This is an optimization exercise on Yosys and OpenROAD, whose aim is small area, a short achievable clock period and few clock cycles per item, not a production implementation. RTL that was checked went through simulation tests only; none was proved equivalent to the original. The RTL of run 2 was laid out without a check of its function.

==> flow/design.v (outline; a module is shown in full before it is edited, if it fits) <==
// module FFT: 650 lines
module FFT(clk, rst_n, in_valid, din_r, din_i, out_valid, dout_r, dout_i);
  // ...
==> flow/flow/run.sh <==
#!/bin/bash
set -euo pipefail
export SETUP_SLACK_MARGIN=8
bash standard.sh finish > flow_make.log 2>&1
==> flow/standard.sh <==
#!/bin/bash
# synth_recipe.tcl (not shown) runs the flow's synth.tcl, then flattens the netlist and writes it again
# the make line also repeats each setting of config.mk as NAME=value (left out here)
make -C /OpenROAD-flow-scripts/flow DESIGN_CONFIG=/design/flow/config.mk WORK_HOME=/design/flow/orfs CLKGATE_MAP_FILE= SYNTH_SCRIPT=/design/flow/synth_recipe.tcl "${@:-finish}"
==> flow/config.mk <==
export PLATFORM = sky130hd
export DESIGN_NAME = FFT
export DESIGN_NICKNAME = FFT
export VERILOG_FILES = /design/flow/design.v
export SDC_FILE = /design/flow/constraint.sdc
export NUM_CORES = 4
export LEC_CHECK = 0
export CAP_MARGIN = 20
export CORE_MARGIN = 2
export CORE_UTILIZATION = 40
export PLACE_DENSITY = 0.6
export SLEW_MARGIN = 20
==> flow/constraint.sdc <==
create_clock -name core_clock -period 12.0 [get_ports {clk}]
set_input_delay 2.4000 -clock core_clock [delete_from_list [all_inputs] [get_ports {clk}]]
set_output_delay 2.4000 -clock core_clock [all_outputs]
set_load 0.01 [all_outputs]
==> flow_summary.yaml, run 1 <==
hold_path:
  hold_depth: 0
setup_path:
  path_class: "reg2reg"
  crit_family: "compound AO/OA/AOI/OAI gates"
  crit_path_start_kind: "register"
  cp_slowest_cell: "fa_1"
  cp.depth: 21
  rrSetupSlack_ns: 7.50
timing:
  finalWorstPathRequiredPeriod_ns: 4.50
  fin_skew_ns: 0.0736
  setup_viol: 0
  relSlewSlack_pct: 17.8
grt:
  antenna_found_initial: 32
  grt_usage_pct: 26.2
clock_tree:
  insertion_delay_ns: 0.87
  cts_sinks: 1685
  cts_buffer_depth: 3
  clockRootBuffer: "clkbuf_16"
  cts_buffers: 180
  clk_pin_slew_worst_paths_ns: 0.06
  post_cts_resized: 610
layout:
  postLayoutCellArea_um2: 118000
  nNonClkInverters: 1665
  buffers: 434
  seq_share_pct: 28.9
logic_synthesis:
  synthDistinctLibCells: 82
  ys_seq_elements: 1685
  synth_top_family_by_area: "adder cells"
  avgSynthCellArea_um2: 10.0
  synthSimpleGateAreaFrac_pct: 6.58
  synth_compound_area_share_pct: 12.4
  yosysWarningCount: 9
  synth_nets: 11700
  synthArstFlopShare_pct: 0.534
  ys_seq_area_share_pct: 33.6
route:
  firstDrtPassIters: 8
  wl_mm: 344
  wl_met3_mm: 24.5
  drcViolationCount: 0
floorplan:
  ios: 60
outcome:
  status: "complete, no violations"
Testbench counts, summed over its fixed seeds: cycles 26,496, frames 384.
==> inputs of run 2 (changes only) <==
--- a/flow/design.v
+++ b/flow/design.v
@@ -13,32 +13,32 @@
 reg ov;
 assign out_valid = ov;
 always @(posedge clk or negedge rst_n) begin
   if (!rst_n) begin
     run <= 1'b0; P <= 7'd0; ov <= 1'b0;
   end else begin
     if (in_valid) run <= 1'b1;
     if ((run || in_valid) && P != 7'd127) P <= P + 7'd1;
-    if (P == 7'd36) ov <= 1'b1;
+    if (P == 7'd35) ov <= 1'b1;
   end
 end
 wire [6:0] Pn = P + 7'd1;
 reg f0_dl, f0_ld, f1_ld, f1_pre, f2_dl, f2_ld, f3_ld, f3_pre;
 always @(posedge clk) begin
-  f0_dl <= (Pn >= 7'd18) && (Pn <= 7'd25);
-  f0_ld <= (Pn >= 7'd26) && (Pn <= 7'd33);
-  f1_ld <= (Pn >= 7'd28) && (Pn <= 7'd35);
-  f1_pre <= (Pn < 7'd28);
-  f2_dl <= (Pn >= 7'd19) && (Pn <= 7'd26);
-  f2_ld <= (Pn >= 7'd27) && (Pn <= 7'd34);
-  f3_ld <= (Pn >= 7'd29) && (Pn <= 7'd36);
-  f3_pre <= (Pn < 7'd29);
+  f0_dl <= (Pn >= 7'd17) && (Pn <= 7'd24);
+  f0_ld <= (Pn >= 7'd25) && (Pn <= 7'd32);
+  f1_ld <= (Pn >= 7'd27) && (Pn <= 7'd34);
+  f1_pre <= (Pn < 7'd27);
+  f2_dl <= (Pn >= 7'd18) && (Pn <= 7'd25);
+  f2_ld <= (Pn >= 7'd26) && (Pn <= 7'd33);
+  f3_ld <= (Pn >= 7'd28) && (Pn <= 7'd35);
+  f3_pre <= (Pn < 7'd28);
 end
-wire [3:0] tw4_n = Pn - 7'd18;
+wire [3:0] tw4_n = Pn - 7'd17;
 reg tw4_r0_s0; always @(posedge clk) tw4_r0_s0 <= tw4_n == 4'd0 || tw4_n == 4'd1 || tw4_n == 4'd2 || tw4_n == 4'd3 || tw4_n == 4'd4 || tw4_n == 4'd12 || tw4_n == 4'd13 || tw4_n == 4'd14 || tw4_n == 4'd15;
 reg tw4_r0_s1; always @(posedge clk) tw4_r0_s1 <= tw4_n == 4'd5 || tw4_n == 4'd6 || tw4_n == 4'd10 || tw4_n == 4'd11;
 reg tw4_r0_s2; always @(posedge clk) tw4_r0_s2 <= tw4_n == 4'd7 || tw4_n == 4'd9;
 reg tw4_r0_ng; always @(posedge clk) tw4_r0_ng <= tw4_n == 4'd9 || tw4_n == 4'd10 || tw4_n == 4'd11 || tw4_n == 4'd12 || tw4_n == 4'd13 || tw4_n == 4'd14 || tw4_n == 4'd15;
 reg tw4_r1_s2; always @(posedge clk) tw4_r1_s2 <= tw4_n == 4'd3 || tw4_n == 4'd4 || tw4_n == 4'd12 || tw4_n == 4'd13;
 reg tw4_r1_s3; always @(posedge clk) tw4_r1_s3 <= tw4_n == 4'd6 || tw4_n == 4'd10;
 reg tw4_r1_s4; always @(posedge clk) tw4_r1_s4 <= tw4_n == 4'd2 || tw4_n == 4'd5 || tw4_n == 4'd7 || tw4_n == 4'd9 || tw4_n == 4'd11 || tw4_n == 4'd14;
 reg tw4_r1_s5; always @(posedge clk) tw4_r1_s5 <= tw4_n == 4'd15;
@@ -125,17 +125,17 @@
   4'd10: tw4_i_k <= 3'd2;
   4'd11: tw4_i_k <= 3'd5;
   4'd12: tw4_i_k <= 3'd5;
   4'd13: tw4_i_k <= 3'd5;
   4'd14: tw4_i_k <= 3'd2;
   4'd15: tw4_i_k <= 3'd2;
   default: tw4_i_k <= 3'd0;
 endcase
-wire [2:0] tw3t_n = Pn - 7'd27;
+wire [2:0] tw3t_n = Pn - 7'd26;
 reg tw3t_r0_s0; always @(posedge clk) tw3t_r0_s0 <= tw3t_n == 3'd0 || tw3t_n == 3'd1 || tw3t_n == 3'd2 || tw3t_n == 3'd6 || tw3t_n == 3'd7;
 reg tw3t_r0_s1; always @(posedge clk) tw3t_r0_s1 <= tw3t_n == 3'd3 || tw3t_n == 3'd5;
 reg tw3t_r0_ng; always @(posedge clk) tw3t_r0_ng <= tw3t_n == 3'd5 || tw3t_n == 3'd6 || tw3t_n == 3'd7;
 reg tw3t_r1_s2; always @(posedge clk) tw3t_r1_s2 <= tw3t_n == 3'd2 || tw3t_n == 3'd6;
 reg tw3t_r1_s3; always @(posedge clk) tw3t_r1_s3 <= tw3t_n == 3'd3 || tw3t_n == 3'd5;
 reg tw3t_r1_s4; always @(posedge clk) tw3t_r1_s4 <= tw3t_n == 3'd1 || tw3t_n == 3'd7;
 reg tw3t_r1_ng; always @(posedge clk) tw3t_r1_ng <= tw3t_n == 3'd1 || tw3t_n == 3'd2 || tw3t_n == 3'd3;
 reg tw3t_r2_s4; always @(posedge clk) tw3t_r2_s4 <= tw3t_n == 3'd2 || tw3t_n == 3'd6;
@@ -195,17 +195,17 @@
   3'd2: tw3t_i_k <= 3'd4;
   3'd3: tw3t_i_k <= 3'd2;
   3'd4: tw3t_i_k <= 3'd1;
   3'd5: tw3t_i_k <= 3'd2;
   3'd6: tw3t_i_k <= 3'd5;
   3'd7: tw3t_i_k <= 3'd2;
   default: tw3t_i_k <= 3'd0;
 endcase
-wire [2:0] tw3b_n = Pn - 7'd28;
+wire [2:0] tw3b_n = Pn - 7'd27;
 reg tw3b_r0_s0; always @(posedge clk) tw3b_r0_s0 <= tw3b_n == 3'd0 || tw3b_n == 3'd1 || tw3b_n == 3'd2 || tw3b_n == 3'd6 || tw3b_n == 3'd7;
 reg tw3b_r0_s1; always @(posedge clk) tw3b_r0_s1 <= tw3b_n == 3'd3 || tw3b_n == 3'd5;
 reg tw3b_r0_ng; always @(posedge clk) tw3b_r0_ng <= tw3b_n == 3'd5 || tw3b_n == 3'd6 || tw3b_n == 3'd7;
 reg tw3b_r1_s2; always @(posedge clk) tw3b_r1_s2 <= tw3b_n == 3'd2 || tw3b_n == 3'd6;
 reg tw3b_r1_s3; always @(posedge clk) tw3b_r1_s3 <= tw3b_n == 3'd3 || tw3b_n == 3'd5;
 reg tw3b_r1_s4; always @(posedge clk) tw3b_r1_s4 <= tw3b_n == 3'd1 || tw3b_n == 3'd7;
 reg tw3b_r1_ng; always @(posedge clk) tw3b_r1_ng <= tw3b_n == 3'd1 || tw3b_n == 3'd2 || tw3b_n == 3'd3;
 reg tw3b_r2_s4; always @(posedge clk) tw3b_r2_s4 <= tw3b_n == 3'd2 || tw3b_n == 3'd6;
@@ -265,18 +265,17 @@
   3'd2: tw3b_i_k <= 3'd4;
   3'd3: tw3b_i_k <= 3'd2;
   3'd4: tw3b_i_k <= 3'd1;
   3'd5: tw3b_i_k <= 3'd2;
   3'd6: tw3b_i_k <= 3'd5;
   3'd7: tw3b_i_k <= 3'd2;
   default: tw3b_i_k <= 3'd0;
 endcase
-reg signed [11:0] xr, xi;
-always @(posedge clk) begin xr <= din_r; xi <= din_i; end
+wire signed [11:0] xr = din_r, xi = din_i;   
 reg signed [13:0] r0r [0:7], r0i [0:7];
 reg signed [15:0] r1r [0:7], r1i [0:7];
 reg signed [15:0] r2r [0:7], r2i [0:7];
 reg signed [15:0] r3r [0:7], r3i [0:7];
 wire signed [11:0] a4r = r3r[7][11:0], a4i = r3i[7][11:0];
 reg signed [12:0] S4r, S4i, D4r, D4i;
 always @(posedge clk) begin
   S4r <= a4r + xr; S4i <= a4i + xi;
@@ -482,35 +481,35 @@
   r0i[0] <= f0_ld ? s3t_i : f0_dl ? {S4i[12],S4i} : r0i[7];
   r1r[0] <= f1_ld ? t3t_r : f1_pre ? {{4{xr[11]}},xr} : r1r[7];
   r1i[0] <= f1_ld ? t3t_i : f1_pre ? {{4{xi[11]}},xi} : r1i[7];
   r2r[0] <= f2_ld ? s3b_r : f2_dl ? t4r : r2r[7];
   r2i[0] <= f2_ld ? s3b_i : f2_dl ? t4i : r2i[7];
   r3r[0] <= f3_ld ? t3b_r : f3_pre ? r1r[7] : r3r[7];
   r3i[0] <= f3_ld ? t3b_i : f3_pre ? r1i[7] : r3i[7];
 end
-wire [6:0] kn0 = Pn + 7'd94;
+wire [6:0] kn0 = Pn + 7'd95;
 reg [3:0] qsel0; reg c2_0;
 always @(posedge clk) begin
   case (kn0[1:0]) 2'd0: qsel0 <= 4'b0001; 2'd1: qsel0 <= 4'b0100; 2'd2: qsel0 <= 4'b0010; default: qsel0 <= 4'b1000; endcase
   c2_0 <= kn0[2];
 end
-wire [6:0] kn1 = Pn + 7'd102;
+wire [6:0] kn1 = Pn + 7'd103;
 reg [3:0] qsel1; reg c2_1;
 always @(posedge clk) begin
   case (kn1[1:0]) 2'd0: qsel1 <= 4'b0001; 2'd1: qsel1 <= 4'b0100; 2'd2: qsel1 <= 4'b0010; default: qsel1 <= 4'b1000; endcase
   c2_1 <= kn1[2];
 end
-wire [6:0] kn2 = Pn + 7'd110;
+wire [6:0] kn2 = Pn + 7'd111;
 reg [3:0] qsel2; reg c2_2;
 always @(posedge clk) begin
   case (kn2[1:0]) 2'd0: qsel2 <= 4'b0001; 2'd1: qsel2 <= 4'b0100; 2'd2: qsel2 <= 4'b0010; default: qsel2 <= 4'b1000; endcase
   c2_2 <= kn2[2];
 end
-wire [6:0] kn3 = Pn + 7'd118;
+wire [6:0] kn3 = Pn + 7'd119;
 reg [3:0] qsel3; reg c2_3;
 always @(posedge clk) begin
   case (kn3[1:0]) 2'd0: qsel3 <= 4'b0001; 2'd1: qsel3 <= 4'b0100; 2'd2: qsel3 <= 4'b0010; default: qsel3 <= 4'b1000; endcase
   c2_3 <= kn3[2];
 end
 reg c3, c4;
 always @(posedge clk) begin c3 <= kn0[3]; c4 <= kn0[4]; end
 wire [15:0] w0r = ({16{qsel0[0]}} & {{2{r0r[3][13]}},r0r[3]}) | ({16{qsel0[1]}} & r1r[3]) | ({16{qsel0[2]}} & r2r[3]) | ({16{qsel0[3]}} & r3r[3]);
==> flow_summary.yaml, run 2 <==
layout:
  areaGrowthSynthToFinish_pct: 18.3
  post-route-util_pct: 47.7
  layout_commonest_cell: "dfxtp_1"
  drive_above_1_share_pct: 16.2
  nFillCells: 22700
  final_cell_mix: "dfxtp_1, inv_1, fa_1"
  nets: 11900
setup_path:
  crit_required_ns: 12.72
  cp-endpoint: "Z0r[14]"
  crit_path_start: "qsel0[0]"
  rrSetupSlack_ns: 7.41
  r2r_cells: 20
  path_class: "reg2reg"
  r2r-end: "Z0r[14]"
  endpoint_kind: "register"
  cp_max_fo: 6
  crit_path_start_kind: "register"
  arrival_ns: 5.31
  worstReg2RegStart: "qsel0[0]"
route:
  firstDrtPassIters: 13
  wl_mm: 334
  wl_per_cell_um: 24.4
  drtIter0Drc: 7197
  viasPerCell: 5.36
  vias: 73400
  postRouteAntennaNets: 0
  drcViolationCount: 0
placed_design:
  place.gp.congestion: 0.989
  port_buffers: 59
  hpwl_mm: 250
logic_synthesis:
  ys_seq_area_share_pct: 33.2
  yosys.area.top_type: "dfxtp_1"
  synth-edff-count: 0
  syn_inst: 10000
  synth_common_cells: "dfxtp_1, inv_1, fa_1, nand2_1, xnor2_1"
  yosysMostFrequentCell: "dfxtp_1"
  ys_seq_elements: 1661
  synthTopCellsByArea: "dfxtp_1, fa_1, ha_1, xnor2_1, inv_1"
  yosysWarningCount: 9
  synthArstFlopShare_pct: 0.542
  synth_nets: 11700
  synth_ff_type: "dfxtp_1"
  synth_area_um2: 100000
  avgSynthCellArea_um2: 10.0
  yosysTopAreaCellShare_pct: 32.9
  synthDistinctLibCells: 77
timing:
  worstMarginPinSlew_ns: 1.31
  fin_skew_ns: 0.0393
  timing.final.crit_share_pct: 38.3
  tns_ns: 0
  rsz0062_at_grt: "yes"
  setup_viol: 0
  finalWorstPathRequiredPeriod_ns: 4.59
  max_freq_mhz: 218
  drv_slew: 0
  hold_viol_final: 0
  relSlewSlack_pct: 12.6
grt:
  antenna_found_initial: 34
  overflow: 0
  grt_usage_pct: 25.5
  grt_pass1_vias: 75000
  grt_max_degree: 75
  grt_pass1_wl_mm: 487
clock_tree:
  cts_sinks: 1661
  clk_pin_slew_worst_paths_ns: 0.07
  htreeDepth: 4
  cts_buffer_depth: 3
  ctsHoldBuffers: 0
  insertion_delay_ns: 0.85
  cts_tree: "built"
  clockRootBuffer: "clkbuf_16"
  cts_buffers: 176
floorplan:
  ios: 60
  floorplan.initialDensity_pct: 40.3
  die_h_um: 505
  core_area_um2: 249000
  num_rows: 183
  die_area_um2: 255000
  fp.dieW_um: 505
flow_run:
  drv_cap: 0
outcome:
  status: "complete, no violations"
hold_path:
  hp-class: "reg2reg"
  min_from: "Z0r[0]"
-- run 2: cell count changes in the layout (fill, tap and decap cells not counted), sizes merged, moves of 14 or more --
cell    previous run  this run
buf              356       406
xnor2            738       761
a21boi            32        16
nor3              71        85
nand3            156       174
nand2            740       771
diode             30        12
dfxtp           1676      1652
nor2             244       260
a21oi            299       317
inv             1661      1604
o21ai            398       342
-- run 2: routing by layer --
metal | GRT usage [%] | part of all wire (%) | vias to the layer above
li1 | - | - | 32900
met1 | 33.9 | 41 | 36700
met2 | 40.0 | 45 | 3078
met3 | 4.35 | 7.9 | 720
met4 | 12.5 | 5.9 | 14
met5 | 0 | 0.026 | -
-- run 2: worst min-delay path by stage --
stage                 to  slack, ns  cells past startpoint
3_5_place_dp      Y0r[4]       0.31                      0
5_1_grt           Y0r[4]       0.33                      0
3_3_place_gp      Y0i[3]       0.31                      0
2_1_floorplan     Y0i[0]       0.31                      0
6_report          Y0r[0]       0.33                      0
4_1_cts        r3r[3][0]       0.32                      0
-- run 2: timing repair --
item	4_1_cts	5_1_grt
resized for setup	645	589
setup buffers	204	118
gates cloned	15	6
endpoints found under the setup margin	372	240
pin swaps	185	326
-- run 2: cell families after synthesis --
| kind of cell | share of synthesized area (%) |
|---|---|
| buffers and inverters | 7.86 |
| AOI/OAI and AO/OA | 12.2 |
| DFF | 33.2 |
| adders and majority gates | 28.6 |
| muxes | 1.62 |
| xor gates and xnor gates | 9.64 |
| and+or+nand+nor | 6.99 |
-- run 2: per-stage QoR --
stage	instances	hold slack, ns	worst slack, ns	area [µm²]
after floorplan	10000	0.310	7.61	101000
after global placement	13000	0.314	5.88	104000
after detailed placement	13000	0.312	5.90	104000
after CTS	13600	0.321	7.42	115000
after global routing	13700	0.331	7.32	119000
final	13700	0.326	7.41	119000
-- run 2: cell type report --
cell class | count | area, µm² | share of cell area, %
Multi-Input combinational cell | 6274 | 63400 | 53.4
Sequential cell | 1661 | 33600 | 28.3
Inverter | 1608 | 6190 | 5.21
Timing Repair Buffer | 480 | 5020 | 4.22
Clock buffer | 226 | 4920 | 4.14
Tap cell | 3330 | 4170 | 3.51
Clock inverter | 99 | 1470 | 1.24
Antenna cell | 12 | 30.0 | 0.0253
-- run 2: worst max-delay path, stage by stage (launching register included) --
cell and delay, ns:
dfxtp_4 0.41, buf_12 0.15, buf_12 0.14, buf_8 0.14, a22oi_2 0.16, nand2_2 0.10, o21ai_2 0.16, xnor2_1 0.16
fa_1 0.47, fa_1 0.55, inv_1 0.09, fa_2 0.40, nor2b_2 0.13, o21ai_2 0.09, a21boi_2 0.19, o21ai_2 0.13
a211oi_4 0.32, nor3_2 0.09, o41ai_2 0.34, a21oi_1 0.13, xnor2_1 0.14

[re-timing with driven ports]
Ports are ideal in the flow. The routed layouts listed here were re-timed in OpenROAD. Step 1 sets driving cells, clkbuf_16 on the clock port and buf_2 on the other inputs (assumed; they add their load-dependent delay and slew). Step 2 also shifts input and output timing later by t, the mid clock arrival at the registers, as if the neighbouring blocks saw the same clock. Slacks: no drivers / after step 1 / after step 2; pairs: no drivers / after step 1.
run | t, ns | slack for setup (ns) | hold WS [ns] | latest minus earliest clock arrival (ns) | pins driven straight from the clock port
run 1 | 0.934 | 7.498 / 7.498 / 7.498 | 0.297 / 0.297 / 0.297 | 0.077 / 0.077 | 1
run 2 | 0.928 | 7.407 / 7.407 / 7.078 | 0.326 / 0.326 / 0.326 | 0.042 / 0.043 | 1
After both steps setup and hold are still met in every run listed. For run 2, which loses most, drivers alone change the setup slack by 0.000 ns; drivers and shift together by -0.329 ns.
